Context: an optimization exercise on an open-source flow, tuned for small area and a short achievable clock period. The choices shown serve that exercise and are no tape-out recipe.
Where RTL was checked, it was by simulation tests only, not by an equivalence proof against the original.
The RTL of run 5 was laid out without a check of its function.
Power and IR drop assume default switching activity.

### constraint.sdc
create_clock -name core_clock -period 10.0 [get_ports {clk}]
set_input_delay 2.0000 -clock core_clock [delete_from_list [all_inputs] [get_ports {clk}]]
set_output_delay 2.0000 -clock core_clock [all_outputs]
set_load 0.01 [all_outputs]
### flow/run.sh
#!/bin/bash
# The standard layout (standard.sh, its own synthesis script and
# registers), with two changes to how the layout is made:
# - plain buffers on the ports in place of the delay cells buffer_ports picks
#   by default (every port still gets its buffer);
# - no full/half adder cells in synthesis (ADDER_MAP_FILE empty), so abc maps
#   the arithmetic as plain logic and can restructure it;
# - timing repair aims at 5 ns of setup slack.
set -euo pipefail
export BUFFER_PORTS_ARGS="-buffer_cell sky130_fd_sc_hd__buf_2"
bash standard.sh ADDER_MAP_FILE= SETUP_SLACK_MARGIN=5 finish > standard_make.log 2>&1
### standard.sh
#!/bin/bash
# synth_recipe.tcl (not shown) runs the flow's synth.tcl, then flattens the netlist and writes it again
# the make line also repeats each setting of config.mk as NAME=value (left out here)
make -C /OpenROAD-flow-scripts/flow DESIGN_CONFIG=/design/flow/config.mk WORK_HOME=/design/flow/orfs CLKGATE_MAP_FILE= SYNTH_SCRIPT=/design/flow/synth_recipe.tcl "${@:-finish}"
### config.mk
export PLATFORM = sky130hd
export DESIGN_NAME = pipelined_fpadder
export DESIGN_NICKNAME = pipelined_fpadder
export VERILOG_FILES = /design/flow/design.v
export SDC_FILE = /design/flow/constraint.sdc
export NUM_CORES = 4
export LEC_CHECK = 0
export ABC_AREA = 1
export CAP_MARGIN = 20
export CORE_MARGIN = 2
export CORE_UTILIZATION = 40
export SLEW_MARGIN = 20
export SYNTH_HIERARCHICAL = 1
### design.v
`timescale 1ns / 1ps
module fadd_align (a,b,sub,s_is_nan,s_is_inf,sign,temp_exp,
op_sub,large_frac23,small_win,small_sticky);
	input [31:0] a,b;
	input sub;
	output s_is_nan, s_is_inf, sign, op_sub;
	output [7:0] temp_exp;
	output [22:0] large_frac23;
	output [25:0] small_win;      
	output small_sticky;          
	wire [7:0] ea = a[30:23], eb = b[30:23];
	wire a_ff = &ea, b_ff = &eb;
	wire a_f0 = ~|a[22:0], b_f0 = ~|b[22:0];
	wire a_inf = a_ff & a_f0, b_inf = b_ff & b_f0;
	wire a_nan = a_ff & ~a_f0, b_nan = b_ff & ~b_f0;
	assign op_sub = sub ^ a[31] ^ b[31];
	assign s_is_inf = a_inf | b_inf;
	assign s_is_nan = a_nan | b_nan | (op_sub & a_inf & b_inf);
	wire pay_b = b[21:0] > a[21:0];
	wire exchange = (b[30:22] > a[30:22]) | (b[30:22] == a[30:22]) & pay_b;
	wire x = s_is_nan ? pay_b : exchange;
	wire [30:0] fp_large = x ? b[30:0] : a[30:0];
	wire [30:0] fp_small = x ? a[30:0] : b[30:0];
	assign sign = x ? sub ^ b[31] : a[31];
	assign temp_exp = fp_large[30:23];
	assign large_frac23 = fp_large[22:0];
	wire [23:0] small24 = {|fp_small[30:23], fp_small[22:0]};
	wire [7:0] fa = {ea[7:1], ea[0] | ~|ea};
	wire [7:0] fb = {eb[7:1], eb[0] | ~|eb};
	wire [8:0] d1 = {1'b0, fa} - {1'b0, fb};
	wire [7:0] d2 = fb - fa;
	wire [7:0] d = d1[8] ? d2 : d1[7:0];
	wire sat = |d[7:5] | s_is_nan;
	wire [49:0] y = {small24, 26'h0} >> d[4:0];
	assign small_win = sat ? 26'h0 : y[49:24];
	wire [23:0] po;
	assign po[0] = small24[0];
	genvar i;
	generate
		for (i = 1; i < 24; i = i + 1) begin : por
			assign po[i] = po[i-1] | small24[i];
		end
	endgenerate
	wire [31:0] q = {{6{po[23]}}, po[22:0], 3'b000};
	assign small_sticky = ~s_is_nan & (sat ? po[23] : q[d[4:0]]);
endmodule
`timescale 1ns / 1ps
module reg_align_cal (a_rm,a_is_nan,a_is_inf,a_sign,a_exp,
a_op_sub,a_large_frac,a_small_win,a_small_sticky,clk,clrn,e,
c_rm,c_is_nan,c_is_inf,c_sign,c_exp,c_op_sub,c_large_frac,c_small_win,
c_small_sticky,c_valid);  
	input [25:0] a_small_win;
	input [22:0] a_large_frac;
	input [7:0] a_exp;
	input [1:0] a_rm;
	input a_is_nan, a_is_inf, a_sign, a_op_sub, a_small_sticky;
	input e;  
	input clk, clrn;  
	output reg [25:0] c_small_win;
	output reg [22:0] c_large_frac;
	output reg [7:0] c_exp;
	output reg [1:0] c_rm;
	output reg c_is_nan,c_is_inf,c_sign,c_op_sub,c_small_sticky;
	output reg c_valid;
	always @ (posedge clk or negedge clrn) begin
		if (!clrn) c_valid <= 0;
		else if (e) c_valid <= 1'b1;
	end
	always @ (posedge clk) begin
		if (e) begin
			c_rm <= a_rm;
			c_is_nan <= a_is_nan;
			c_is_inf <= a_is_inf;
			c_sign <= a_sign;
			c_exp <= a_exp;
			c_op_sub <= a_op_sub;
			c_large_frac <= a_large_frac;
			c_small_win <= a_small_win;
			c_small_sticky <= a_small_sticky;
		end
	end
endmodule
`timescale 1ns / 1ps
module fadd_cal (op_sub,temp_exp,large_frac23,small_win,
small_sticky,frac,grs,exp0);
	input op_sub;
	input [7:0] temp_exp;
	input [22:0] large_frac23;
	input [25:0] small_win;
	input small_sticky;
	output [23:0] frac;     
	output [1:0] grs;       
	output [7:0] exp0;      
	wire [26:0] small27 = {small_win, small_sticky};
	wire [27:0] large28 = {1'b0, |temp_exp, large_frac23, 3'b000};
	wire [27:0] cal;
	fadd_add28 adder (large28, {1'b0, small27} ^ {28{op_sub}}, op_sub, cal);
	wire [7:0] ee = {temp_exp[7:1], temp_exp[0] | ~|temp_exp};
	wire [27:0] marker = (ee <= 8'd27) ? (28'h8000000 >> ee) : 28'h0;
	wire [27:0] m = cal | marker;
	wire [4:0] lz;
	fadd_lzc32 lzc ({m, 4'h0}, lz);
	wire [4:0] sh = lz;
	wire [27:0] nrm = cal << sh;
	assign frac = nrm[27:4];
	assign grs = {nrm[3], |nrm[2:1]};
	wire [7:0] e1 = temp_exp + 8'd1;
	wire [5:0] lo = {1'b0, e1[4:0]} - {1'b0, sh};
	wire [2:0] hi_m1 = e1[7:5] - 3'd1;
	assign exp0 = {lo[5] ? hi_m1 : e1[7:5], lo[4:0]};
endmodule
module fadd_add28 (x, y, ci, sum);
	input [27:0] x, y;
	input ci;
	output [27:0] sum;
	wire [31:0] g [0:5];
	wire [31:0] p [0:5];
	assign g[0] = {3'b0, x & y, ci};
	assign p[0] = {3'b0, x ^ y, 1'b0};
	genvar l, i;
	generate
		for (l = 0; l < 5; l = l + 1) begin : lv
			for (i = 0; i < 32; i = i + 1) begin : nd
				if ((i >> l) & 1) begin : c
					assign g[l+1][i] = g[l][i] | p[l][i] & g[l][((i >> l) << l) - 1];
					assign p[l+1][i] = p[l][i] & p[l][((i >> l) << l) - 1];
				end else begin : k
					assign g[l+1][i] = g[l][i];
					assign p[l+1][i] = p[l][i];
				end
			end
		end
	endgenerate
	assign sum = (x ^ y) ^ g[5][27:0];
endmodule
module fadd_lzc32 (x, lz);
	input [31:0] x;
	output [4:0] lz;
	wire [31:0] v [0:5];
	wire [4:0] c [0:5][0:31];
	genvar l, i;
	generate
		for (i = 0; i < 32; i = i + 1) begin : leaf
			assign v[0][i] = x[i];
			assign c[0][i] = 5'd0;
		end
		for (l = 1; l <= 5; l = l + 1) begin : lv
			for (i = 0; i < (32 >> l); i = i + 1) begin : nd
				wire hv = v[l-1][2*i+1];
				assign v[l][i] = hv | v[l-1][2*i];
				assign c[l][i] = hv ? c[l-1][2*i+1] : (c[l-1][2*i] | (5'd1 << (l-1)));
			end
			for (i = (32 >> l); i < 32; i = i + 1) begin : pad
				assign v[l][i] = 1'b0;
				assign c[l][i] = 5'd0;
			end
		end
	endgenerate
	assign lz = c[5][0];
endmodule
`timescale 1ns / 1ps
module reg_cal_norm (c_rm,c_is_nan,c_is_inf,c_sign,c_exp,c_frac,c_grs,c_valid,
clk,clrn,e,n_rm,n_is_nan,n_is_inf,n_sign,n_exp,n_frac,n_grs,n_valid);  
	input [23:0] c_frac;
	input [1:0] c_grs;
	input [7:0] c_exp;
	input [1:0] c_rm;
	input c_is_nan, c_is_inf, c_sign, c_valid;
	input e;  
	input clk, clrn;  
	output reg [23:0] n_frac;
	output reg [1:0] n_grs;
	output reg [7:0] n_exp;
	output reg [1:0] n_rm;
	output reg n_is_nan,n_is_inf,n_sign;
	output reg n_valid;
	always @ (posedge clk or negedge clrn) begin
		if (!clrn) n_valid <= 0;
		else if (e) n_valid <= c_valid;
	end
	always @ (posedge clk) begin
		if (e) begin
			n_rm <= c_rm;
			n_is_nan <= c_is_nan;
			n_is_inf <= c_is_inf;
			n_sign <= c_sign;
			n_exp <= c_exp;
			n_frac <= c_frac;
			n_grs <= c_grs;
		end
	end
endmodule
`timescale 1ns / 1ps
module fadd_norm (rm,is_nan,is_inf,sign,exp0,frac,grs,valid,s);
	input [1:0] rm;
	input is_nan, is_inf, sign;
	input [7:0] exp0;
	input [23:0] frac;
	input [1:0] grs;
	input valid;            
	output [31:0] s;
	wire g = grs[1], st = grs[0];
	wire frac_plus_1 =
		~rm[1] & ~rm[0] & g & (st | frac[0]) |
		~rm[1] &  rm[0] & (g | st) & sign |
		 rm[1] & ~rm[0] & (g | st) & ~sign;
	wire [31:0] pa [0:5];
	assign pa[0] = {9'h0, frac[22:0]};
	genvar l, i;
	generate
		for (l = 0; l < 5; l = l + 1) begin : lv
			for (i = 0; i < 32; i = i + 1) begin : nd
				if ((i >> l) & 1) begin : c
					assign pa[l+1][i] = pa[l][i] & pa[l][((i >> l) << l) - 1];
				end else begin : p
					assign pa[l+1][i] = pa[l][i];
				end
			end
		end
	endgenerate
	wire [22:0] ones = pa[5][22:0];
	wire [22:0] fr_inc = frac[22:0] ^ ({ones[21:0], 1'b1} & {23{frac_plus_1}});
	wire carry = frac_plus_1 & ones[22];
	wire e_ff = &exp0;
	wire e_fe = &exp0[7:1] & ~exp0[0];
	wire [7:0] eo;   
	assign eo[0] = 1'b1;
	generate
		for (i = 1; i < 8; i = i + 1) begin : eon
			assign eo[i] = &exp0[i-1:0];
		end
	endgenerate
	wire [7:0] exp_inc = exp0 ^ (eo & {8{carry}});
	wire [7:0] exponent = frac[23] ? exp_inc : 8'h00;
	wire overflow = frac[23] & (e_ff | e_fe & carry);
	wire to_max = rm[1] & rm[0] | ~rm[1] & rm[0] & ~sign | rm[1] & ~rm[0] & sign;
	assign s = ~valid   ? 32'h0 :
	           is_nan   ? {1'b1, 8'hff, 1'b1, fr_inc[21:0]} :
	           overflow ? (to_max ? {sign, 8'hfe, 23'h7fffff} : {sign, 8'hff, 23'h0}) :
	           is_inf   ? {sign, 8'hff, 23'h0} :
	                      {sign, exponent, fr_inc};
endmodule
`timescale 1ns / 1ps
module pipelined_fpadder (a,b,sub,rm,s,clk,clrn,e);  
	input clk, clrn;  
	input [31:0] a, b;  
	input [1:0] rm;  
	input sub;  
	input e;  
	output [31:0] s;  
	wire a_is_nan, a_is_inf, a_sign, a_op_sub, a_small_sticky;
	wire [7:0] a_exp;
	wire [22:0] a_large_frac;
	wire [25:0] a_small_win;
	fadd_align alignment (a,b,sub,a_is_nan,a_is_inf,a_sign,a_exp,a_op_sub,
	a_large_frac,a_small_win,a_small_sticky);
	wire c_is_nan, c_is_inf, c_sign, c_op_sub, c_small_sticky;
	wire [7:0] c_exp;
	wire c_valid;
	wire [1:0] c_rm;
	wire [22:0] c_large_frac;
	wire [25:0] c_small_win;
	reg_align_cal reg_ac (rm,a_is_nan,a_is_inf,a_sign,a_exp,a_op_sub,
	a_large_frac,a_small_win,a_small_sticky,clk,clrn,e,
	c_rm,c_is_nan,c_is_inf,c_sign,c_exp,c_op_sub,c_large_frac,c_small_win,
	c_small_sticky,c_valid);
	wire [23:0] c_frac;
	wire [1:0] c_grs;
	wire [7:0] c_exp0;
	fadd_cal calculation (c_op_sub,c_exp,c_large_frac,c_small_win,
	c_small_sticky,c_frac,c_grs,c_exp0);
	wire [23:0] n_frac;
	wire [1:0] n_grs;
	wire [7:0] n_exp;
	wire [1:0] n_rm;
	wire n_is_nan, n_is_inf, n_sign, n_valid;
	reg_cal_norm reg_cn (c_rm,c_is_nan,c_is_inf,c_sign,c_exp0,c_frac,c_grs,c_valid,
	clk,clrn,e,n_rm,n_is_nan,n_is_inf,n_sign,n_exp,n_frac,n_grs,n_valid);
	fadd_norm normalization (n_rm,n_is_nan,n_is_inf,n_sign,n_exp,n_frac,n_grs,n_valid,s);
endmodule
==> results.cfg, run 1 <==
[floorplan]
coreArea_um2 = 31700
die_area_um2 = 33900
chipWidth_um = 184
initial_utilization_pct = 40.9
chipHeight_um = 184
io_pins = 102
std_cell_rows = 65

[logic_synthesis]
synth_top_cell_by_area = edfxtp_1
synth_top_cells_by_area = edfxtp_1, nand2_1, inv_1
yosysUniqueCellTypes = 60
synth-async-reset-ratio_pct = 1.90
yosysWarningCount = 11
yosys_most_used_dff = edfxtp_1
post_synth_instance_area_um2 = 13000
synthCells = 2121
post_synth_edffs = 103
synthDominantCellAreaShare_pct = 23.9
synth-seq-area-share_pct = 24.3
yosys_register_bits = 105
post_synth.cell_area_avg_um2 = 6.11

[sta]
timing.max_slew.rel_slack_pct = 30.3
final_max_slew_viol_count = 0
rsz0062_at_grt = no
worst_pin_slew_ps = 1050
totalNegativeSetupSlack_ps = 0
post_route_skew_ps = 17.3
timing.final.setup_violations = 0
final-hold-violation-count = 0
timing.final.crit_share_pct = 47.8
finalWorstPathRequiredPeriod_ps = 4780
clock.fmax_ghz = 0.209

[detailed_routing]
drt_iter0_markers = 1085
drt_pre_antenna_iters = 7
route.detailed.wl_per_inst_um = 15.0
drc_errors = 0
ant_nets = 0
via_count = 13600
viasPerCell = 5.21
drt_wl_total_mm = 39.1

[global_route]
grt_overflow_total = 0
grt_first_pass_wirelength_mm = 62.3
via_count_of_the_first_global_routing_pass = 12100
antenna_found_initial = 0
grt_max_degree = 112
grtUsageTotal_pct = 22.9

[clock_tree]
clk_path_buf_depth = 2
cts_root_buf = clkbuf_16
clk_pin_slew_ps = 80
tritoncts_clock_tree = built
clkSinkCount = 105
numCtsBuffers = 9
cts-htree-levels = 3
cts-hold-fix-buffers = 0
clk_latency_ps = 370

[run]
max-cap-violations = 0

[finish]
area_growth_pct = 10.0
fin_nets = 2268
layout-drive-gt1-share_pct = 16.4
multi_input_comb_area_um2 = 8510
final.fill_count = 3447
layout.core_utilization_pct = 45.0
final-instance-count-excl-fill = 2605
antenna-diode-count = 0
final-seq-area_um2 = 3140
final_cell_area_um2 = 14300

[placement]
portBuffers = 101
post-dp-hpwl_mm = 31.2
numPlacedInstances = 2576
place_congestion = 0.967
dpl_cell_area_um2 = 13700

[setup_path]
critPathMaxFanout = 15
worst-endpoint-required_ps = 10150
worst_ep_arrival_time_ps = 4930
r2r_cells = 31
timing_worst_setup_path_type = in2reg
worst_setup_path_end_kind = flip-flop
worst_setup_path_start_kind = input port
reg2reg_setup_slack_ps = 5370

[pwr]
ir_drop_mv = 0.0887
p_per_area_nw_per_um2 = 221
leakagePower_nw = 6.92

[hold_path]
worst_hold_path_type = reg2reg
hold_path_depth = 0

[status]
outcome = finished clean
[placed cells by master, fill, tap and decap left out, types with 5 or more instances in the layout]
master,netlist,final
nand3b_1,5,5
clkinvlp_4,0,7
o21a_1,10,10
o21ai_2,13,15
inv_1,255,250
nor2_1,210,207
clkbuf_16,0,9
nand4_1,22,22
a221oi_1,5,5
nor3_1,8,8
mux2i_1,6,6
xor2_1,50,46
nor2_2,34,35
conb_1,1,13
o21ai_1,57,69
o21bai_1,12,12
nand3_4,4,5
edfxtp_1,103,103
nand3_1,177,176
xnor2_1,16,16
a21oi_2,24,27
a21oi_1,65,62
nand2_2,33,35
or2_2,5,5
nand2_4,20,20
buf_4,1,11
nand2_1,678,676
nor2_4,17,19
nand3_2,10,10
inv_2,32,32
buf_2,27,100
o21ai_0,126,112
o211ai_1,10,10
[stage by stage]
stage | hold slack [ps] | setup slack [ps] | total power [W]
after floorplan | 400 | 5730 | 0.00221
after global placement | 401 | 4360 | 0.00268
after detailed placement | 406 | 4360 | 0.00269
after CTS | 426 | 4970 | 0.00307
after global routing | 445 | 4990 | 0.00346
final | 423 | 5220 | 0.00315
[power breakdown]
group	switching (W)	internal, W
Sequential	0.0000793	0.000645
Clock	0.000187	0.000179
Combinational	0.00140	0.000668
[critical path: stages]
cell,delay [ps]
buf_2,120
inv_1,100
nand4_1,130
nor2_2,210
nor2_1,80
nand2_1,110
nand2_1,80
nand2_1,110
nand3_1,90
nand2_1,130
nand2_1,80
nand2_2,150
inv_2,110
nand2_1,80
nand2_1,390
inv_2,380
nand2_2,250
nor2_1,320
[Yosys cell counts (3+ instances only)]
cell,number
nand2_1,678
inv_1,255
nor2_1,210
nand3_1,177
o21ai_0,126
edfxtp_1,103
a21oi_1,65
o21ai_1,57
xor2_1,50
nor2_2,34
nand2_2,33
inv_2,32
buf_2,27
a21oi_2,24
nand4_1,22
clkbuf_1,21
nand2_4,20
nor2_4,17
xnor2_1,16
o21ai_2,13
o21bai_1,12
nand3_2,10
o211ai_1,10
o21a_1,10
nor3_1,8
buf_6,7
buf_1,6
mux2i_1,6
a221oi_1,5
a31oi_1,5
nand3b_1,5
or2_2,5
nand3_4,4
o31ai_1,4
or2_1,4
a211oi_1,3
and2_1,3
buf_8,3
clkinv_1,3
o22ai_1,3
[metal layers]
| metal | routed length, um | share of wire [%] | GRT usage [%] | vias up |
|---|---|---|---|---|
| met5 | 0 | 0 | 0 | - |
| met4 | 864 | 2.2 | 6.24 | 0 |
| met3 | 1820 | 4.7 | 1.21 | 46 |
| met2 | 18200 | 46 | 39.2 | 386 |
| met1 | 18200 | 47 | 31.5 | 6175 |
| li1 | - | - | - | 6967 |
[timing repair]
| item | 4_1_cts | 5_1_grt |
|---|---|---|
| setup buffers | 0 | 7 |
| gates resized for setup | 8 | 54 |
| endpoints found under the hold margin | 0 | 0 |
| pin swaps | 0 | 3 |
| setup endpoints to repair | 57 | 60 |
| gates cloned | 1 | 5 |
[sequential cells by signal, summed over array words and instances, names as in the netlist]
register,flops
reg_ac.c_small_win,26
reg_cn.n_frac,24
reg_ac.c_large_frac,23
reg_ac.c_exp,8
reg_cn.n_exp,8
reg_ac.c_rm,2
reg_cn.n_grs,2
reg_cn.n_rm,2
reg_ac.c_is_inf,1
reg_ac.c_is_nan,1
reg_ac.c_op_sub,1
reg_ac.c_sign,1
reg_ac.c_small_sticky,1
reg_ac.c_valid,1
reg_cn.n_is_inf,1
reg_cn.n_is_nan,1
reg_cn.n_sign,1
reg_cn.n_valid,1
[per-module statistics from Yosys (local to each module, per instance), a selection]
module	copies in the design	cell area (um^2)	flip-flops and latches
fadd_lzc32	1	473	0
fadd_cal	1	2390	0
reg_cal_norm	1	1210	40
fadd_norm	1	1410	0
fadd_align	1	4040	0
fadd_add28	1	1480	0
reg_align_cal	1	1960	65
[layout make-up]
class                   instances  share of cell area, %
clock inverters                 7                  0.562
repair buffers                115                   4.55
flip-flops and latches        105                   22.0
clock buffers                   9                   1.58
well taps                     402                   3.53
repair inverters                3                  0.158
inverters                     292                   7.91
multi-input cells            1672                   59.7
[kinds of logic after synthesis]
kind of cell | synth area share [%]
AND/OR/NAND/NOR | 43.4
buffers and inverters | 11.7
AO/OA/AOI/OAI | 15.6
flip-flops | 24.3
XOR/XNOR | 4.46
multiplexers | 0.550
other | 0.0289
[final timing paths]
kind,start,end
worst max-delay path,a[28],reg_ac.c_small_win[18]
worst min-delay path,reg_ac.c_sign,reg_cn.n_sign
worst max register to register,reg_ac.c_op_sub,reg_cn.n_frac[12]
worst min register to register,reg_ac.c_sign,reg_cn.n_sign
max in group asynchronous,clrn,reg_cn.n_valid
min in group asynchronous,clrn,reg_ac.c_valid
==> run 2: changes to the inputs <==
--- a/config.mk
+++ b/config.mk
@@ -8,6 +8,6 @@
 export ABC_AREA = 1
 export CAP_MARGIN = 20
 export CORE_MARGIN = 2
-export CORE_UTILIZATION = 40
+export CORE_UTILIZATION = 50
 export SLEW_MARGIN = 20
 export SYNTH_HIERARCHICAL = 1
==> results.cfg, run 2 <==
[detailed_routing]
drt_pre_antenna_iters = 6
viasPerCell = 5.27
ant_nets = 0
drt_iter0_markers = 1088
drt_wl_total_mm = 38.0
via_count = 13300
route.detailed.wl_per_inst_um = 15.0
drc_errors = 0

[logic_synthesis]
yosysWarningCount = 11
synth_compound_gate_area_share_pct = 15.6
synth_xor_xnor_area_share_pct = 4.46
yosysUniqueCellTypes = 60
yosys_register_bits = 105
synth_common_cells = nand2_1, inv_1, nor2_1
synth.mux.area_fraction_pct = 0.550
synthDominantCellAreaShare_pct = 23.9
synthCells = 2121
synth-seq-area-share_pct = 24.3
synth_simple_gate_area_share_pct = 43.4
post_synth_edffs = 103
synth_top_cells_by_area = edfxtp_1, nand2_1, inv_1
synth_top_cell_by_area = edfxtp_1
post_synth.cell_area_avg_um2 = 6.11
post_synth_instance_area_um2 = 13000
yosys_most_used_dff = edfxtp_1
synth_top_family_by_area = simple AND/OR/NAND/NOR gates
synth-async-reset-ratio_pct = 1.90
synth-adder-area-share_pct = 0
synth_most_common_cell = nand2_1

[pwr]
ir_drop_mv = 0.164
leakagePower_nw = 6.91
power_w = 0.00310
p_per_area_nw_per_um2 = 220

[floorplan]
chipWidth_um = 165
initial_utilization_pct = 51.2
io_pins = 102
coreArea_um2 = 25300
die_area_um2 = 27200
chipHeight_um = 165
std_cell_rows = 58

[global_route]
via_count_of_the_first_global_routing_pass = 12000
grt_overflow_total = 0
grtUsageTotal_pct = 28.0
grt_max_degree = 78
grt_first_pass_wirelength_mm = 60.4
antenna_found_initial = 0

[finish]
largest_registers = reg_ac.c_small_win x26, reg_cn.n_frac x24, reg_ac.c_large_frac x23
layout-drive-gt1-share_pct = 15.9
layout.cells.most_common_list = nand2_1, inv_1, nor2_1, nand3_1, o21ai_0
final.fill_count = 2614
fin_nets = 2266
max_flop_register = reg_ac.c_small_win
area_growth_pct = 8.81
layout.cells.most_common = nand2_1
final_cell_area_um2 = 14100
largest_reg_flops = 26
antenna-diode-count = 0

[sta]
timing.final.setup_violations = 0
worst_pin_slew_ps = 960
finalWorstPathRequiredPeriod_ps = 4790
final-hold-violation-count = 0
post_route_skew_ps = 10.4
final_max_slew_viol_count = 0
timing.max_slew.rel_slack_pct = 36.0
rsz0062_at_grt = yes
totalNegativeSetupSlack_ps = 0
clock.fmax_ghz = 0.209
timing.final.crit_share_pct = 47.9

[setup_path]
worst_setup_path_end_kind = flip-flop
worst_setup_path_start_kind = input port
cp_slowest_cell = nand2_4
worst_ep_arrival_time_ps = 4910
critPathMaxFanout = 27
cell_chain_of_the_critical_path = buf_2 -> inv_1 -> nand4_1 -> o21bai_1 -> nand2_1 -> nand2_1 -> nand2_1 -> nand3_1 -> nand2_1 -> nand2_1 -> nand2_2 -> inv_2 -> o21ai_1 -> nand2_4 -> nand2_1 -> inv_1 -> o21ai_0 -> a21oi_1 -> nand4_1 -> nand2_1 -> inv_1 -> nand2_1 -> a21oi_1
timing_worst_setup_path_type = in2reg
crit_path_max_incr_delay_ps = 290
most_frequent_cell_on_the_critical_path = nand2_1
worst-endpoint-required_ps = 10120

[placement]
portBuffers = 101
place_congestion = 0.937
dpl_cell_area_um2 = 13600
post-dp-hpwl_mm = 30.6

[status]
outcome = finished clean

[clock_tree]
cts-htree-levels = 3
clk_path_buf_depth = 2
tritoncts_clock_tree = built
clkSinkCount = 105
cts-hold-fix-buffers = 0
cts_root_buf = clkbuf_16
clk_pin_slew_ps = 80
clk_latency_ps = 360
numCtsBuffers = 9

[run]
max-cap-violations = 0

[hold_path]
worst_hold_path_type = reg2reg
run 2: cell count changes in the layout (fill, tap and decap cells not counted), sizes merged:
cell and delta:
clkinv +2, buf -1, clkinvlp -3
run 2: metrics by stage:
stage                     setup slack (ps)  util [%]  instances  hold WS, ps
after floorplan                       5730         -       2133          400
after global placement                4320      53.6       2503          401
after detailed placement              4280      53.6       2503          421
after CTS                             5020      54.9       2523          439
after global routing                  4950      55.7       2531          441
final                                 5210      55.7       2531          434
run 2: final cells by class:
| class | count | area (um^2) | share of cell area, % |
|---|---|---|---|
| Inverter | 292 | 1130 | 8.02 |
| Tap cell | 330 | 413 | 2.93 |
| Timing Repair Buffer | 114 | 629 | 4.46 |
| Multi-Input combinational cell | 1672 | 8480 | 60.1 |
| Sequential cell | 105 | 3140 | 22.3 |
| Timing Repair inverter | 2 | 12.5 | 0.0887 |
| Clock buffer | 9 | 225 | 1.60 |
| Clock inverter | 7 | 67.6 | 0.479 |
run 2: worst max-delay path: cells and delay by family:
| kind | cells | cell delay [ps] |
|---|---|---|
| and+or+nand+nor | 13 | 1670 |
| AOI/OAI and AO/OA | 5 | 620 |
| buffers and inverters | 5 | 600 |
run 2: per-layer routing:
layer	up-vias	global-route usage (%)	share of wire [%]
met4	0	7.08	1.6
met1	5988	39.1	47
met3	39	1.91	3.9
li1	6980	-	-
met5	-	0	0
met2	325	47.2	47
run 2: cell families after synthesis:
| group | count (synthesis) |
|---|---|
| and+or+nand+nor | 1238 |
| AOI/OAI and AO/OA | 345 |
| muxes | 7 |
| xor gates and xnor gates | 66 |
| buffers and inverters | 359 |
| DFF | 105 |
| other | 1 |
run 2: modules after synthesis, one instance, submodules excluded, a selection:
module | cells inside | copies in the design | cell area [um^2] | flip-flops and latches
reg_align_cal | 68 | 1 | 1960 | 65
fadd_norm | 260 | 1 | 1410 | 0
fadd_add28 | 319 | 1 | 1480 | 0
fadd_lzc32 | 100 | 1 | 473 | 0
fadd_cal | 485 | 1 | 2390 | 0
reg_cal_norm | 44 | 1 | 1210 | 40
fadd_align | 845 | 1 | 4040 | 0
run 2: timing repair:
item | CTS | global route
buffers inserted | 2 | 5
gates resized for setup | 5 | 34
endpoints found under the setup margin | 59 | 60
pin swaps | 1 | 1
gates cloned | 2 | 3
run 2: path summary, 6_finish.rpt:
check	startpoint	to	slack [ps]	cells after the start
hold / removal	reg_ac.c_sign	reg_cn.n_sign	430	0
min in group asynchronous	clrn	reg_cn.n_valid	1400	1
setup reg to reg	reg_ac.c_op_sub	reg_cn.n_frac[14]	5310	29
max in group asynchronous	clrn	reg_ac.c_valid	8500	1
hold reg to reg	reg_ac.c_sign	reg_cn.n_sign	430	0
setup / recovery	b[28]	reg_ac.c_small_sticky	5210	23
run 2: power by group:
part | leakage [nW] | switching (W) | internal [W]
Sequential | 1.02 | 0.0000825 | 0.000645
Clock | 0.145 | 0.000173 | 0.000176
Combinational | 5.75 | 0.00137 | 0.000654
Total | 6.91 | 0.00163 | 0.00147
==> run 3: changes to the inputs <==
--- a/flow/run.sh
+++ b/flow/run.sh
@@ -7,5 +7,5 @@
 #   the arithmetic as plain logic and can restructure it;
 # - timing repair aims at 5 ns of setup slack.
 set -euo pipefail
-export BUFFER_PORTS_ARGS="-buffer_cell sky130_fd_sc_hd__buf_2"
+export BUFFER_PORTS_ARGS="-buffer_cell sky130_fd_sc_hd__buf_1"
 bash standard.sh ADDER_MAP_FILE= SETUP_SLACK_MARGIN=5 finish > standard_make.log 2>&1
--- a/config.mk
+++ b/config.mk
@@ -8,6 +8,6 @@
 export ABC_AREA = 1
 export CAP_MARGIN = 20
 export CORE_MARGIN = 2
-export CORE_UTILIZATION = 50
+export CORE_UTILIZATION = 40
 export SLEW_MARGIN = 20
 export SYNTH_HIERARCHICAL = 1
==> results.cfg, run 3 <==
[clock_tree]
tritoncts_clock_tree = built
clk_latency_ps = 360
cts_root_buf = clkbuf_16
numCtsBuffers = 9
cts-htree-levels = 3
clkSinkCount = 105
clk_path_buf_depth = 2
cts-hold-fix-buffers = 0
clk_pin_slew_ps = 80

[floorplan]
std_cell_rows = 65
initial_utilization_pct = 40.9
chipWidth_um = 184
io_pins = 102
chipHeight_um = 184
coreArea_um2 = 31700
die_area_um2 = 33900

[detailed_routing]
viasPerCell = 5.18
drt_pre_antenna_iters = 5
drc_errors = 0
ant_nets = 0
via_count = 13500
route.detailed.wl_per_inst_um = 15.1
drt_iter0_markers = 1126
drt_wl_total_mm = 39.4

[pwr]
ir_drop_mv = 0.111
leakagePower_nw = 6.68
p_per_area_nw_per_um2 = 222

[finish]
area_growth_pct = 9.90
largest_registers = reg_ac.c_small_win x26, reg_cn.n_frac x24, reg_ac.c_large_frac x23
layout.cells.most_common = nand2_1
max_flop_register = reg_ac.c_small_win
multi_input_comb_area_um2 = 8540
layout-drive-gt1-share_pct = 12.1
final.fill_count = 3409
antenna-diode-count = 0
final-seq-area_um2 = 3140
final_cell_area_um2 = 14200
largest_reg_flops = 26
layout.cells.most_common_list = nand2_1, inv_1, nor2_1, nand3_1, o21ai_0
fin_nets = 2277

[global_route]
grt_first_pass_wirelength_mm = 63.7
grt_overflow_total = 0
antenna_found_initial = 1
grtUsageTotal_pct = 23.4
via_count_of_the_first_global_routing_pass = 12500
grt_max_degree = 80

[logic_synthesis]
synth_top_cell_by_area = edfxtp_1
post_synth.cell_area_avg_um2 = 6.11
post_synth_instance_area_um2 = 13000
synthDominantCellAreaShare_pct = 23.9
synth_top_cells_by_area = edfxtp_1, nand2_1, inv_1
synth-async-reset-ratio_pct = 1.90
yosysUniqueCellTypes = 60
post_synth_edffs = 103
synth-seq-area-share_pct = 24.3
yosys_register_bits = 105
yosys_most_used_dff = edfxtp_1
synth_common_cells = nand2_1, inv_1, nor2_1
yosysWarningCount = 11
synthCells = 2121
synth_most_common_cell = nand2_1

[setup_path]
worst_setup_path_end_kind = flip-flop
worst-endpoint-required_ps = 10120
r2r_cells = 30
cp_slowest_cell = a211oi_1
crit-reg2reg-capture = reg_cn.n_frac[9]
most_frequent_cell_on_the_critical_path = nand2_1
reg2reg_setup_slack_ps = 5370
critPathMaxFanout = 14
timing_worst_setup_path_type = in2reg
reg2reg_from = reg_ac.c_op_sub
crit_path_max_incr_delay_ps = 410
worst_setup_path_start_kind = input port
worst_ep_arrival_time_ps = 4990
cell_chain_of_the_critical_path = buf_1 -> inv_1 -> nand2_1 -> nand2_1 -> nor2_1 -> nand4_2 -> nand3_1 -> nand3_4 -> buf_12 -> nand2_8 -> nand2_1 -> o21ai_1 -> a21oi_1 -> nand2_1 -> o21ai_1 -> nand2_1 -> nand2_1 -> a211oi_1

[sta]
clock.fmax_ghz = 0.205
finalWorstPathRequiredPeriod_ps = 4870
final_max_slew_viol_count = 0
post_route_skew_ps = 12.7
timing.final.crit_share_pct = 48.7
worst_pin_slew_ps = 1030
rsz0062_at_grt = yes
totalNegativeSetupSlack_ps = 0
timing.final.setup_violations = 0
final-hold-violation-count = 0
timing.max_slew.rel_slack_pct = 31.1

[placement]
portBuffers = 101
place_congestion = 0.939
dpl_cell_area_um2 = 13500
post-dp-hpwl_mm = 31.1

[hold_path]
worst_hold_path_type = reg2reg
worstHoldStart = reg_ac.c_sign
worst_hold_path.endpoint = reg_cn.n_sign
hold_path_depth = 0

[run]
max-cap-violations = 0

[status]
outcome = finished clean
[run 3: cell count changes in the layout (fill, tap and decap cells not counted), moves of 4 or more]
cell	before	now
buf_1	0	99
buf_2	100	0
buf_4	11	15
clkinvlp_4	3	8
o21ai_0	123	115
o21ai_1	59	67
[run 3: cell families (layout without fill, tap and decap cells)]
kind of cell              after synthesis  count (layout)  share of synthesized area (%)
and+or+nand+nor                      1238            1243                           43.4
other                                   1              13                         0.0289
DFF                                   105             105                           24.3
xor gates and xnor gates               66              66                           4.46
buffers and inverters                 359             433                           11.7
muxes                                   7               7                          0.550
AOI/OAI and AO/OA                     345             345                           15.6
[run 3: worst max-delay path, delay by kind of cell]
kind                   cells  cell delay, ps
buffers and inverters      3             450
AND/OR/NAND/NOR           11            1660
AO/OA/AOI/OAI              4             880
[run 3: per-stage QoR]
step                worst slack [ps]  hold slack, ps  total power [W]  util, %  std cells
finish                          5130             424          0.00316     44.9       2614
global route                    4960             430          0.00346     44.9       2614
CTS                             5010             426          0.00308     43.9       2596
floorplan                       5730             400          0.00221        -       2133
detailed placement              4080             406          0.00268     42.7       2575
global placement                4110             401          0.00266     42.7       2575
[run 3: how the worst max path moves through the flow]
stage | startpoint | end | slack, ps | cells past startpoint
floorplan | a[25] | reg_ac.c_small_sticky | 5730 | 22
global placement | b[22] | reg_ac.c_small_win[14] | 4110 | 17
detailed placement | b[22] | reg_ac.c_small_win[14] | 4080 | 17
CTS | reg_ac.c_op_sub | reg_cn.n_exp[5] | 5010 | 29
global route | b[28] | reg_ac.c_small_win[11] | 4960 | 17
finish | a[30] | reg_ac.c_small_win[11] | 5130 | 18
[run 3: metal layers]
metal / part of all wire, % / GRT usage (%) / wire, um / vias up
li1: - / - / - / 6967
met1: 47 / 32.6 / 18400 / 6132
met2: 45 / 38.3 / 17900 / 383
met3: 5.1 / 2.28 / 2000 / 59
met4: 2.6 / 7.17 / 1020 / 2
met5: 0.033 / 0 / 13 / -
[run 3: final cells by class]
cell class | count | share of cell area [%]
Clock buffer | 9 | 1.58
Clock inverter | 7 | 0.615
Inverter | 292 | 7.86
Multi-Input combinational cell | 1674 | 59.9
Sequential cell | 105 | 22.1
Tap cell | 402 | 3.53
Timing Repair Buffer | 122 | 4.23
Timing Repair inverter | 3 | 0.158
[run 3: timing repair]
action / CTS / global route
gates resized for setup: 8 / 48
endpoints found under the setup margin: 59 / 60
buffers inserted: 3 / 12
gates cloned: 2 / 6
pin swaps: 1 / 4
[run 3: power by group]
group	total, W	internal [W]	leakage [nW]	switching [W]
Sequential	0.000724	0.000645	1.02	0.0000788
Clock	0.000373	0.000199	0.145	0.000174
Combinational	0.00206	0.000662	5.52	0.00140
Total	0.00316	0.00150	6.68	0.00165
[run 3: modules after synthesis, one instance, submodules excluded, a selection]
| module | cells | copies in the design | area [um^2] |
|---|---|---|---|
| fadd_align | 845 | 1 | 4040 |
| fadd_lzc32 | 100 | 1 | 473 |
| reg_cal_norm | 44 | 1 | 1210 |
| fadd_cal | 485 | 1 | 2390 |
| fadd_add28 | 319 | 1 | 1480 |
| reg_align_cal | 68 | 1 | 1960 |
| fadd_norm | 260 | 1 | 1410 |
==> run 4: changes to the inputs <==
--- a/design.v
+++ b/design.v
@@ -98,9 +98,8 @@
 	wire [7:0] ee = {temp_exp[7:1], temp_exp[0] | ~|temp_exp};
 	wire [27:0] marker = (ee <= 8'd27) ? (28'h8000000 >> ee) : 28'h0;
 	wire [27:0] m = cal | marker;
-	wire [4:0] lz;
-	fadd_lzc32 lzc ({m, 4'h0}, lz);
-	wire [4:0] sh = lz;
+	wire [4:0] sh;
+	fadd_lzc32 lzc ({m, 4'h0}, sh);
 	wire [27:0] nrm = cal << sh;
 	assign frac = nrm[27:4];
 	assign grs = {nrm[3], |nrm[2:1]};
==> flow/run.sh (replaced) <==
#!/bin/bash
# The standard layout (standard.sh, with its own synthesis script and
# the settings in config.mk), with two changes to how the layout is made:
# - plain buffers on the ports in place of the delay cells buffer_ports picks
#   by default (every port still gets its buffer);
# - no full/half adder cells in synthesis (ADDER_MAP_FILE empty), so abc maps
#   the arithmetic as plain logic and can restructure it.
# The make output goes to standard_make.log; ORFS keeps each step's own log
# under orfs/logs.
set -euo pipefail
export BUFFER_PORTS_ARGS="-buffer_cell sky130_fd_sc_hd__buf_2"
bash standard.sh ADDER_MAP_FILE= finish > standard_make.log 2>&1
--- a/config.mk
+++ b/config.mk
@@ -9,5 +9,6 @@
 export CAP_MARGIN = 20
 export CORE_MARGIN = 2
 export CORE_UTILIZATION = 40
+export SETUP_SLACK_MARGIN = 5
 export SLEW_MARGIN = 20
 export SYNTH_HIERARCHICAL = 1
==> results.cfg, run 4 <==
[clock_tree]
numCtsBuffers = 9
cts_root_buf = clkbuf_16
cts-hold-fix-buffers = 0
clk_latency_ps = 370
cts-htree-levels = 3
clk_pin_slew_ps = 80
clkSinkCount = 105
clk_path_buf_depth = 2
tritoncts_clock_tree = built

[hold_path]
hold_path_depth = 0
worst_hold_path_type = reg2reg

[logic_synthesis]
post_synth_instance_area_um2 = 13000
synth-seq-area-share_pct = 24.3
synth_top_cell_by_area = edfxtp_1
yosys_most_used_dff = edfxtp_1
synth_top_cells_by_area = edfxtp_1, nand2_1, inv_1
yosysWarningCount = 11
yosys_register_bits = 105
synth_common_cells = nand2_1, inv_1, nor2_1
synthDominantCellAreaShare_pct = 23.9
post_synth.cell_area_avg_um2 = 6.11
synthCells = 2121
yosysUniqueCellTypes = 60
synth_most_common_cell = nand2_1
post_synth_edffs = 103
synth-async-reset-ratio_pct = 1.90

[finish]
antenna-diode-count = 0
final_cell_area_um2 = 14300
fin_nets = 2268
final.fill_count = 3447
largest_registers = reg_ac.c_small_win x26, reg_cn.n_frac x24, reg_ac.c_large_frac x23
largest_reg_flops = 26
layout.cells.most_common = nand2_1
max_flop_register = reg_ac.c_small_win
layout-drive-gt1-share_pct = 16.4
area_growth_pct = 10.0
layout.cells.most_common_list = nand2_1, inv_1, nor2_1, nand3_1, o21ai_0
final-instance-count-excl-fill = 2605

[floorplan]
coreArea_um2 = 31700
io_pins = 102
chipHeight_um = 184
initial_utilization_pct = 40.9
chipWidth_um = 184
die_area_um2 = 33900
std_cell_rows = 65

[detailed_routing]
drt_pre_antenna_iters = 5
route.detailed.wl_per_inst_um = 15.0
via_count = 13600
drc_errors = 0
drt_wl_total_mm = 39.0
ant_nets = 0
drt_iter0_markers = 1057
viasPerCell = 5.21

[sta]
clock.fmax_ghz = 0.209
final-hold-violation-count = 0
worst_pin_slew_ps = 1050
totalNegativeSetupSlack_ps = 0
timing.final.crit_share_pct = 47.8
final_max_slew_viol_count = 0
finalWorstSetupSlack_ps = 5220
timing.max_slew.rel_slack_pct = 29.9
finalHoldWorstSlack_ps = 423
post_route_skew_ps = 14.3
timing.final.setup_violations = 0
rsz0062_at_grt = no
finalWorstPathRequiredPeriod_ps = 4780

[placement]
place_congestion = 0.967
portBuffers = 101
post-place-ws_ps = 4360
dpl_cell_area_um2 = 13700
numPlacedInstances = 2576
post-dp-hpwl_mm = 31.2

[global_route]
grt_max_degree = 112
grtUsageTotal_pct = 22.9
antenna_found_initial = 0
grt_overflow_total = 0
grt_first_pass_wirelength_mm = 62.3
via_count_of_the_first_global_routing_pass = 12100

[pwr]
p_per_area_nw_per_um2 = 221
leakagePower_nw = 6.92
ir_drop_mv = 0.0889

[status]
outcome = finished clean

[setup_path]
worst_setup_path_end_kind = flip-flop
critPathMaxFanout = 28
worst_ep_arrival_time_ps = 4890
timing_worst_setup_path_type = in2reg
worst_setup_path_start_kind = input port
worst-endpoint-required_ps = 10120
r2r_cells = 27

[run]
max-cap-violations = 0
[run 4: cell counts after synthesis]
No cell type changed its count.
[run 4: cells by family (layout without fill, tap and decap cells)]
| logic type | Yosys count | count (layout) | synth area share [%] |
|---|---|---|---|
| multiplexers | 7 | 7 | 0.550 |
| AO/OA/AOI/OAI | 345 | 345 | 15.6 |
| buffers and inverters | 359 | 426 | 11.7 |
| XOR/XNOR | 66 | 66 | 4.46 |
| flip-flops | 105 | 105 | 24.3 |
| AND/OR/NAND/NOR | 1238 | 1241 | 43.4 |
| other | 1 | 13 | 0.0289 |
[run 4: per-layer routing]
layer  global-route usage [%]  part of all wire [%]  wire (um)  up-vias
met5                        0                     0          0        -
met2                     39.2                    46      18100      404
met4                     6.24                   2.2        855        0
li1                         -                     -          -     6961
met3                     1.21                   4.9       1900       47
met1                     31.5                    46      18100     6163
[run 4: per-module statistics from Yosys, one instance, submodules excluded, excerpt]
module,area [um^2],cells inside,flops+latches
fadd_align,4040,845,0
fadd_lzc32,473,100,0
reg_align_cal,1960,68,65
reg_cal_norm,1210,44,40
fadd_norm,1410,260,0
fadd_cal,2390,485,0
fadd_add28,1480,319,0
[run 4: final timing paths]
check,from,endpoint,slack (ps)
worst max register to register,reg_ac.c_op_sub,reg_cn.n_frac[12],5350
worst min-delay path,reg_ac.c_sign,reg_cn.n_sign,420
min in group asynchronous,clrn,reg_ac.c_valid,1400
worst max-delay path,a[29],reg_ac.c_small_sticky,5220
max in group asynchronous,clrn,reg_cn.n_valid,8510
worst min register to register,reg_ac.c_sign,reg_cn.n_sign,420
[run 4: area by class of cell]
class / count / area [um^2] / area share, %
clock buffers: 9 / 225 / 1.58
multi-input cells: 1672 / 8510 / 59.7
inverters: 292 / 1130 / 7.91
clock inverters: 7 / 80.1 / 0.562
repair inverters: 3 / 22.5 / 0.158
flip-flops and latches: 105 / 3140 / 22.0
well taps: 402 / 503 / 3.53
repair buffers: 115 / 649 / 4.55
[run 4: repair_timing]
| item | 4_1_cts | 5_1_grt |
|---|---|---|
| resized for setup | 8 | 54 |
| buffers inserted | 0 | 7 |
| cloned | 1 | 5 |
| endpoints found under the setup margin | 57 | 60 |
| pin swaps | 0 | 3 |
[run 4: critical path, cell delays in order]
cell,delay [ps]
buf_2,120
nand4_1,120
nor2_1,370
inv_1,120
nor2_1,120
nand3_1,80
and2_1,200
nand3_4,190
nand2_4,280
o21ai_1,340
nand2_1,110
nor2_2,180
nand4_1,160
nor2_2,140
nand3b_1,90
nand2_1,90
nand2_1,70
nand2_1,60
a21oi_1,50
[run 4: where the power goes]
part           internal (W)  switching (W)  total (W)
clock network      0.000179       0.000188   0.000367
registers          0.000645      0.0000790   0.000724
logic              0.000668        0.00140    0.00206
total               0.00149        0.00166    0.00315
[run 4: per-stage QoR]
step	utilization [%]	power, W
after floorplan	-	0.00221
after global placement	43.1	0.00268
after detailed placement	43.1	0.00269
after CTS	44.2	0.00307
after global routing	45.0	0.00346
final	45.0	0.00315
==> run 5: changes to the inputs <==
--- a/design.v
+++ b/design.v
@@ -1,12 +1,13 @@
 `timescale 1ns / 1ps
 module fadd_align (a,b,sub,s_is_nan,s_is_inf,sign,temp_exp,
-op_sub,large_frac23,small_win,small_sticky);
+op_sub,large_frac23,small_win,small_zero,small_sticky);
 	input [31:0] a,b;
 	input sub;
 	output s_is_nan, s_is_inf, sign, op_sub;
 	output [7:0] temp_exp;
 	output [22:0] large_frac23;
 	output [25:0] small_win;      
+	output small_zero;            
 	output small_sticky;          
 	wire [7:0] ea = a[30:23], eb = b[30:23];
 	wire a_ff = &ea, b_ff = &eb;
@@ -31,8 +32,9 @@
 	wire [7:0] d2 = fb - fa;
 	wire [7:0] d = d1[8] ? d2 : d1[7:0];
 	wire sat = |d[7:5] | s_is_nan;
+	assign small_zero = sat;
 	wire [49:0] y = {small24, 26'h0} >> d[4:0];
-	assign small_win = sat ? 26'h0 : y[49:24];
+	assign small_win = y[49:24];
 	wire [23:0] po;
 	assign po[0] = small24[0];
 	genvar i;
@@ -48,12 +50,12 @@
 module reg_align_cal (a_rm,a_is_nan,a_is_inf,a_sign,a_exp,
 a_op_sub,a_large_frac,a_small_win,a_small_sticky,clk,clrn,e,
 c_rm,c_is_nan,c_is_inf,c_sign,c_exp,c_op_sub,c_large_frac,c_small_win,
-c_small_sticky,c_valid);  
+c_small_sticky,c_valid,a_small_zero,c_small_zero);  
 	input [25:0] a_small_win;
 	input [22:0] a_large_frac;
 	input [7:0] a_exp;
 	input [1:0] a_rm;
-	input a_is_nan, a_is_inf, a_sign, a_op_sub, a_small_sticky;
+	input a_is_nan, a_is_inf, a_sign, a_op_sub, a_small_sticky, a_small_zero;
 	input e;  
 	input clk, clrn;  
 	output reg [25:0] c_small_win;
@@ -62,6 +64,7 @@
 	output reg [1:0] c_rm;
 	output reg c_is_nan,c_is_inf,c_sign,c_op_sub,c_small_sticky;
 	output reg c_valid;
+	output reg c_small_zero;
 	always @ (posedge clk or negedge clrn) begin
 		if (!clrn) c_valid <= 0;
 		else if (e) c_valid <= 1'b1;
@@ -77,21 +80,23 @@
 			c_large_frac <= a_large_frac;
 			c_small_win <= a_small_win;
 			c_small_sticky <= a_small_sticky;
+			c_small_zero <= a_small_zero;
 		end
 	end
 endmodule
 `timescale 1ns / 1ps
 module fadd_cal (op_sub,temp_exp,large_frac23,small_win,
-small_sticky,frac,grs,exp0);
+small_zero,small_sticky,frac,grs,exp0);
 	input op_sub;
 	input [7:0] temp_exp;
 	input [22:0] large_frac23;
 	input [25:0] small_win;
+	input small_zero;
 	input small_sticky;
 	output [23:0] frac;     
 	output [1:0] grs;       
 	output [7:0] exp0;      
-	wire [26:0] small27 = {small_win, small_sticky};
+	wire [26:0] small27 = {small_zero ? 26'h0 : small_win, small_sticky};
 	wire [27:0] large28 = {1'b0, |temp_exp, large_frac23, 3'b000};
 	wire [27:0] cal;
 	fadd_add28 adder (large28, {1'b0, small27} ^ {28{op_sub}}, op_sub, cal);
@@ -247,13 +252,13 @@
 	input sub;  
 	input e;  
 	output [31:0] s;  
-	wire a_is_nan, a_is_inf, a_sign, a_op_sub, a_small_sticky;
+	wire a_is_nan, a_is_inf, a_sign, a_op_sub, a_small_sticky, a_small_zero;
 	wire [7:0] a_exp;
 	wire [22:0] a_large_frac;
 	wire [25:0] a_small_win;
 	fadd_align alignment (a,b,sub,a_is_nan,a_is_inf,a_sign,a_exp,a_op_sub,
-	a_large_frac,a_small_win,a_small_sticky);
-	wire c_is_nan, c_is_inf, c_sign, c_op_sub, c_small_sticky;
+	a_large_frac,a_small_win,a_small_zero,a_small_sticky);
+	wire c_is_nan, c_is_inf, c_sign, c_op_sub, c_small_sticky, c_small_zero;
 	wire [7:0] c_exp;
 	wire c_valid;
 	wire [1:0] c_rm;
@@ -262,12 +267,12 @@
 	reg_align_cal reg_ac (rm,a_is_nan,a_is_inf,a_sign,a_exp,a_op_sub,
 	a_large_frac,a_small_win,a_small_sticky,clk,clrn,e,
 	c_rm,c_is_nan,c_is_inf,c_sign,c_exp,c_op_sub,c_large_frac,c_small_win,
-	c_small_sticky,c_valid);
+	c_small_sticky,c_valid,a_small_zero,c_small_zero);
 	wire [23:0] c_frac;
 	wire [1:0] c_grs;
 	wire [7:0] c_exp0;
 	fadd_cal calculation (c_op_sub,c_exp,c_large_frac,c_small_win,
-	c_small_sticky,c_frac,c_grs,c_exp0);
+	c_small_zero,c_small_sticky,c_frac,c_grs,c_exp0);
 	wire [23:0] n_frac;
 	wire [1:0] n_grs;
 	wire [7:0] n_exp;
==> results.cfg, run 5 <==
[status]
outcome = finished clean

[logic_synthesis]
synthDominantCellAreaShare_pct = 24.2
post_synth.cell_area_avg_um2 = 6.12
synth.mux.area_fraction_pct = 0.707
synth-seq-area-share_pct = 24.5
synth-async-reset-ratio_pct = 1.89
yosysWarningCount = 11
post_synth_instance_area_um2 = 12900
synth-adder-area-share_pct = 0
synth_common_cells = nand2_1, inv_1, nor2_1
post_synth_edffs = 104
yosysUniqueCellTypes = 65
synth_most_common_cell = nand2_1
synth_compound_gate_area_share_pct = 15.8
synth_simple_gate_area_share_pct = 42.8
synth_top_cells_by_area = edfxtp_1, nand2_1, inv_1
synthCells = 2111
synth_top_family_by_area = simple AND/OR/NAND/NOR gates
yosys_most_used_dff = edfxtp_1
yosys_register_bits = 106
synth_xor_xnor_area_share_pct = 4.06
synth_top_cell_by_area = edfxtp_1

[clock_tree]
cts-hold-fix-buffers = 0
cts_root_buf = clkbuf_16
numCtsBuffers = 9
clk_latency_ps = 360
tritoncts_clock_tree = built
clkSinkCount = 106
clk_pin_slew_ps = 70
cts-htree-levels = 3
clk_path_buf_depth = 2

[finish]
layout.core_utilization_pct = 45.4
largest_reg_flops = 26
layout.cells.most_common = nand2_1
layout.cells.most_common_list = nand2_1, inv_1, nor2_1, nand3_1, o21ai_0
fin_nets = 2268
layout-drive-gt1-share_pct = 16.9
max_flop_register = reg_ac.c_small_win
area_growth_pct = 11.4
largest_registers = reg_ac.c_small_win x26, reg_cn.n_frac x24, reg_ac.c_large_frac x23
antenna-diode-count = 0

[placement]
post-dp-hpwl_mm = 30.7
portBuffers = 101
place_congestion = 0.966

[global_route]
antenna_found_initial = 0
grtUsageTotal_pct = 22.8
via_count_of_the_first_global_routing_pass = 12000
grt_max_degree = 78
grt_overflow_total = 0
grt_first_pass_wirelength_mm = 61.5

[setup_path]
most_frequent_cell_on_the_critical_path = nor2_1
cell_chain_of_the_critical_path = buf_2 -> inv_2 -> nor2_2 -> nor2_4 -> nand2_4 -> nor2_1 -> nand4_1 -> nand3_1 -> nand3_4 -> buf_12 -> nand2_8 -> or3b_1 -> nand2_1 -> nor2_1 -> o21ai_1 -> o21ai_1 -> o21ai_0 -> nor2_1
timing_worst_setup_path_type = in2reg
critPathMaxFanout = 26
worst_ep_arrival_time_ps = 4870
worst-endpoint-required_ps = 10100
worst_setup_path_end_kind = flip-flop
crit_path_max_incr_delay_ps = 430
cp_slowest_cell = or3b_1
worst_setup_path_start_kind = input port

[sta]
timing.final.crit_share_pct = 47.7
timing.max_slew.rel_slack_pct = 34.6
totalNegativeSetupSlack_ps = 0
worst_pin_slew_ps = 981
timing.final.setup_violations = 0
rsz0062_at_grt = yes
post_route_skew_ps = 6.30
finalWorstPathRequiredPeriod_ps = 4770
final_max_slew_viol_count = 0
final-hold-violation-count = 0
clock.fmax_ghz = 0.210

[floorplan]
chipHeight_um = 184
io_pins = 102
coreArea_um2 = 31700
initial_utilization_pct = 40.7
std_cell_rows = 65
chipWidth_um = 184
die_area_um2 = 33800

[detailed_routing]
viasPerCell = 5.15
drt_wl_total_mm = 38.9
drt_pre_antenna_iters = 6
via_count = 13400
drc_errors = 0
ant_nets = 0
drt_iter0_markers = 1145
route.detailed.wl_per_inst_um = 14.9

[hold_path]
worst_hold_path_type = reg2reg

[pwr]
leakagePower_nw = 7.02
ir_drop_mv = 0.123
p_per_area_nw_per_um2 = 243

[run]
max-cap-violations = 0
run 5: cell types whose count changed after synthesis, sizes merged, moves of 4 or more:
cell	previous run	this run
nand2	731	714
nand3	191	174
inv	287	302
buf	46	38
o21a	11	3
clkbuf	21	28
o211ai	10	17
o21ai	196	202
a221oi	5	0
xnor2	16	11
a21oi	89	93
a31oi	5	9
clkinv	5	9
o22ai	3	7
run 5: cell families after synthesis:
logic type / Yosys count
xor gates and xnor gates: 59
AOI/OAI and AO/OA: 355
muxes: 9
buffers and inverters: 377
other: 1
DFF: 106
and+or+nand+nor: 1204
run 5: where the power goes:
part	internal, W	switching (W)	total (W)
Combinational	0.000765	0.00161	0.00237
Sequential	0.000677	0.0000800	0.000757
Clock	0.000201	0.000161	0.000362
Total	0.00164	0.00185	0.00349
run 5: cell type report:
cell class                      count  area [um^2]
Fill cell                        3352        17300
Multi-Input combinational cell   1643         8420
Sequential cell                   106         3170
Inverter                          311         1220
Timing Repair Buffer              123          752
Tap cell                          402          503
Clock buffer                       10          239
Clock inverter                      6         65.1
Timing Repair inverter              4         26.3
run 5: timing repair:
action | in CTS | in global routing
resized for setup | 9 | 63
pin swaps | 1 | 4
setup endpoints to repair | 59 | 56
setup buffers | 0 | 13
cloned | 1 | 7
run 5: worst max-delay path: cells and delay by family:
family	cells	cell delay, ps
compound gates	3	540
buf+inv	3	330
simple gates	12	2020
run 5: path summary, 6_finish.rpt:
| check | from | end | slack [ps] | depth (start not counted) |
|---|---|---|---|---|
| worst max-delay path | a[26] | reg_ac.c_small_win[11] | 5230 | 18 |
| worst min-delay path | reg_ac.c_sign | reg_cn.n_sign | 420 | 0 |
| worst max register to register | reg_ac.c_small_zero | reg_cn.n_frac[21] | 5310 | 34 |
| worst min register to register | reg_ac.c_sign | reg_cn.n_sign | 420 | 0 |
| max in group asynchronous | clrn | reg_cn.n_valid | 8500 | 1 |
| min in group asynchronous | clrn | reg_ac.c_valid | 1410 | 1 |
run 5: stage by stage:
stage | area [um^2] | total power [W] | instances | hold WS (ps) | setup slack, ps
after global placement | 13700 | 0.00297 | 2568 | 401 | 4340
after detailed placement | 13700 | 0.00299 | 2568 | 405 | 4210
after floorplan | 13000 | 0.00243 | 2123 | 400 | 5640
final | 14400 | 0.00349 | 2605 | 422 | 5230
after CTS | 14000 | 0.00337 | 2585 | 422 | 5000
after global routing | 14400 | 0.00383 | 2605 | 443 | 4950
run 5: layer usage:
layer / share of wire [%] / track usage [%] / up-vias / routed length (um)
met2: 46 / 37.8 / 363 / 18000
li1: - / - / 6953 / -
met5: 0 / 0 / - / 0
met3: 5.0 / 2.32 / 62 / 1940
met4: 2.9 / 7.20 / 0 / 1150
met1: 46 / 31.1 / 6045 / 17800
run 5: Yosys stat by module (local to each module, per instance), excerpt:
module         copies in the design  area, um^2  flip-flops and latches
reg_align_cal                     1        1990                      66
fadd_cal                          1        2510                       0
fadd_lzc32                        1         473                       0
reg_cal_norm                      1        1210                      40
fadd_align                        1        3860                       0
fadd_add28                        1        1480                       0
fadd_norm                         1        1410                       0

re-timing with driven ports:
The results above use ideal ports. As a check the final layouts listed here were re-extracted and re-timed, cells and wires unchanged.
Step 1 (the two cells are an assumption about what drives the block):
set clk [get_ports {clk}]
set_driving_cell -lib_cell sky130_fd_sc_hd__clkbuf_16 $clk
set_driving_cell -lib_cell sky130_fd_sc_hd__buf_2 [delete_from_list [all_inputs] $clk]
Step 2 adds t to the input delays and takes it off the output delays; t is the mean of the earliest and latest rising clock arrival at the registers after step 1. Input paths then give back, and output paths get back, about the clock's delay inside the block.
Slacks: ideal / step 1 / step 2; pairs: ideal / step 1.
| run | t, ns | setup slack, ns | worst hold slack (ns) |
|---|---|---|---|
| run 1 | 0.401 | 5.220 / 5.235 / 4.834 | 0.423 / 0.423 / 0.423 |
| run 2 | 0.401 | 5.207 / 5.230 / 4.830 | 0.434 / 0.434 / 0.434 |
| run 3 | 0.399 | 5.127 / 5.093 / 4.694 | 0.424 / 0.424 / 0.424 |
| run 4 | 0.403 | 5.224 / 5.230 / 4.826 | 0.423 / 0.423 / 0.423 |
| run 5 | 0.403 | 5.230 / 5.252 / 4.849 | 0.422 / 0.422 / 0.422 |
After both steps every run listed still meets setup and hold. The setup slack of run 3, which loses most, moves by -0.034 ns with the drivers and by -0.433 ns with both steps.
